This is an optimization exercise on Yosys and OpenROAD, whose aim is small area, a short achievable clock period and few clock cycles per item, not a production implementation.
In this exercise RTL edits were held to simulation tests only and were not proved equivalent to the original.

## run 1
## kuznechik
module kuznechik(
    input  wire          clk_i,
    input  wire          resetn_i,
    input  wire          request_i,
    input  wire          ack_i,
    input  wire  [127:0] data_i,
    output reg           busy_o,
    output reg           valid_o,
    output wire  [127:0] data_o
);
export LEC_CHECK = 0
export CAP_MARGIN = 20
export CELL_PAD_IN_SITES_DETAIL_PLACEMENT = 1
export CELL_PAD_IN_SITES_GLOBAL_PLACEMENT = 2
export CORE_MARGIN = 2
export CORE_UTILIZATION = 25
export PLACE_DENSITY = 0.35
export SETUP_SLACK_MARGIN = 4
export SLEW_MARGIN = 20
export TNS_END_PERCENT = 100
create_clock -name core_clock -period 10.0 [get_ports {clk_i}]
standard.sh (not shown) runs the stock make flow with config.mk's settings and CLKGATE_MAP_FILE= SYNTH_SCRIPT=/design/flow/synth_recipe.tcl, a recipe that flattens the netlist after the stock synthesis.
==> flow/flow/run.sh <==
#!/bin/bash
set -o pipefail
cp standard.sh standard.sh.txt 2>/dev/null
export BUFFER_PORTS_ARGS="-buffer_cell sky130_fd_sc_hd__buf_4"
bash standard.sh > standard.log 2>&1
Both conditions hold for run 1: the flow ran to the end and the final layout passed the timing, DRC and antenna checks.
Testbench counts of run 1, summed over its fixed seeds: cycles 2,304, blocks 256.
Input-level comparison between run 2 and run 1:
- changing SETUP_SLACK_MARGIN from 4 to 3
### Flow results
Between run 2 and run 1, the layout multi-input combinational cell count figures differ only marginally.
Fmax in run 2 is 15% lower than in run 1
Of run 1 and run 2, the run reporting the higher part of the cycle the worst path needs was run 2.
Diff run 1 and run 2: largest net degree at the start of global routing lower in run 1
Both conditions hold for run 2: the flow ran to the end and the final layout passed the timing, DRC and antenna checks.
Run 2 vs run 1, post-cts resize count went down by 85%.
Compared with run 1, run 2 shows a antenna diode count that is 15% lower.
Taking run 1 as the reference, in run 2 worst-case reg-to-reg path depth went down by 3; wire length of the first global-routing pass went down by 1.9%; number of nets at the end of the flow went down by 624; register-to-register path setup slack went down by 1080 ps.
## Diff of input files: run 3 against run 2
- SETUP_SLACK_MARGIN now 4, was 3
==> flow/run.sh (new file) <==
#!/bin/bash
# synth_recipe.tcl (not shown) runs the flow's synth.tcl, then flattens the netlist and writes it again
# the make line also repeats each setting of config.mk as NAME=value (left out here)
make -C /OpenROAD-flow-scripts/flow DESIGN_CONFIG=/design/flow/config.mk WORK_HOME=/design/flow/orfs CLKGATE_MAP_FILE= SYNTH_SCRIPT=/design/flow/synth_recipe.tcl finish
removed: flow/flow/run.sh
removed: flow/standard.sh
### Flow results
- Run 3 vs run 2 — cell count climbed by a few percent
- The fill cell instance count of the final layout of run 3 is lower than that of run 2.
- From run 2 to run 3 the numbers moved as follows: signed area change from the synthesized netlist to the final layout rose 27 points; via count now sits higher; first-iteration DRC count higher; number of cells on the worst reg-to-reg path has increased.
- Run 3 ends up with a worst hold margin that is 3.7 ps lower than in run 2.
- Of run 3 and run 2, it is run 3 that has the higher fraction of cell area in non-clock buffers.
- Changes observed in run 3 relative to run 2: worst setup slack higher, critical path depth rose 3.
--- input diff run 3..run 4 ---
- SETUP_SLACK_MARGIN changed from 4 to 3.5
==> flow/flow/run.sh (new file) <==
#!/bin/bash
set -o pipefail
cp standard.sh standard.sh.txt 2>/dev/null
export BUFFER_PORTS_ARGS="-buffer_cell sky130_fd_sc_hd__buf_4"
bash standard.sh > standard.log 2>&1
==> flow/standard.sh (new file) <==
#!/bin/bash
# synth_recipe.tcl (not shown) runs the flow's synth.tcl, then flattens the netlist and writes it again
# the make line also repeats each setting of config.mk as NAME=value (left out here)
make -C /OpenROAD-flow-scripts/flow DESIGN_CONFIG=/design/flow/config.mk WORK_HOME=/design/flow/orfs CLKGATE_MAP_FILE= SYNTH_SCRIPT=/design/flow/synth_recipe.tcl "${@:-finish}"
removed: flow/run.sh
### Flow results
- Run 4 vs run 3 on utilization of the core after routing: run 4 is the lower one.
- Going from run 3 to run 4, clock network latency to the later pin of the worst-skew pair went up by 40 ps; peak clock frequency supported by timing went down by 13 MHz.
- [compare] base=run 3 new=run 4: buffer count excluding the clock tree in the final layout decreased by 43% relative to the old numbers; initial antenna violation count decreased by 24% relative to the old numbers.
- A startpoint-to-endpoint class of the critical path of reg -> reg is what run 3 shows, while reg -> out belongs to run 4.

[re-timing with driven ports]
No port has a modelled driver above. Below, the same layouts with a new extraction and two added sets of constraints.
Step 1 (the two cells are an assumption about what drives the block):
set clk [get_ports {clk_i}]
set_driving_cell -lib_cell sky130_fd_sc_hd__clkbuf_16 $clk
set_driving_cell -lib_cell sky130_fd_sc_hd__buf_2 [delete_from_list [all_inputs] $clk]
Step 2 adds t to the input delays and takes it off the output delays; t is the mean of the earliest and latest rising clock arrival at the registers after step 1. Input paths then give back, and output paths get back, about the clock's delay inside the block.
Three values: ideal, step 1, step 2; two values: the first two.
run | t, ns | slack for setup (ns) | worst register clock-pin slew, ns | cell pins on the clock port's net
run 1 | 0.743 | 3.760 / 3.679 / 3.760 | 0.09 / 0.09 | 1
run 2 | 0.735 | 2.683 / 2.574 / 2.683 | 0.09 / 0.09 | 1
run 3 | 0.720 | 3.721 / 3.621 / 3.721 | 0.09 / 0.09 | 1
run 4 | 0.740 | 3.172 / 3.086 / 3.245 | 0.09 / 0.09 | 1
After both steps every run listed still meets setup and hold.
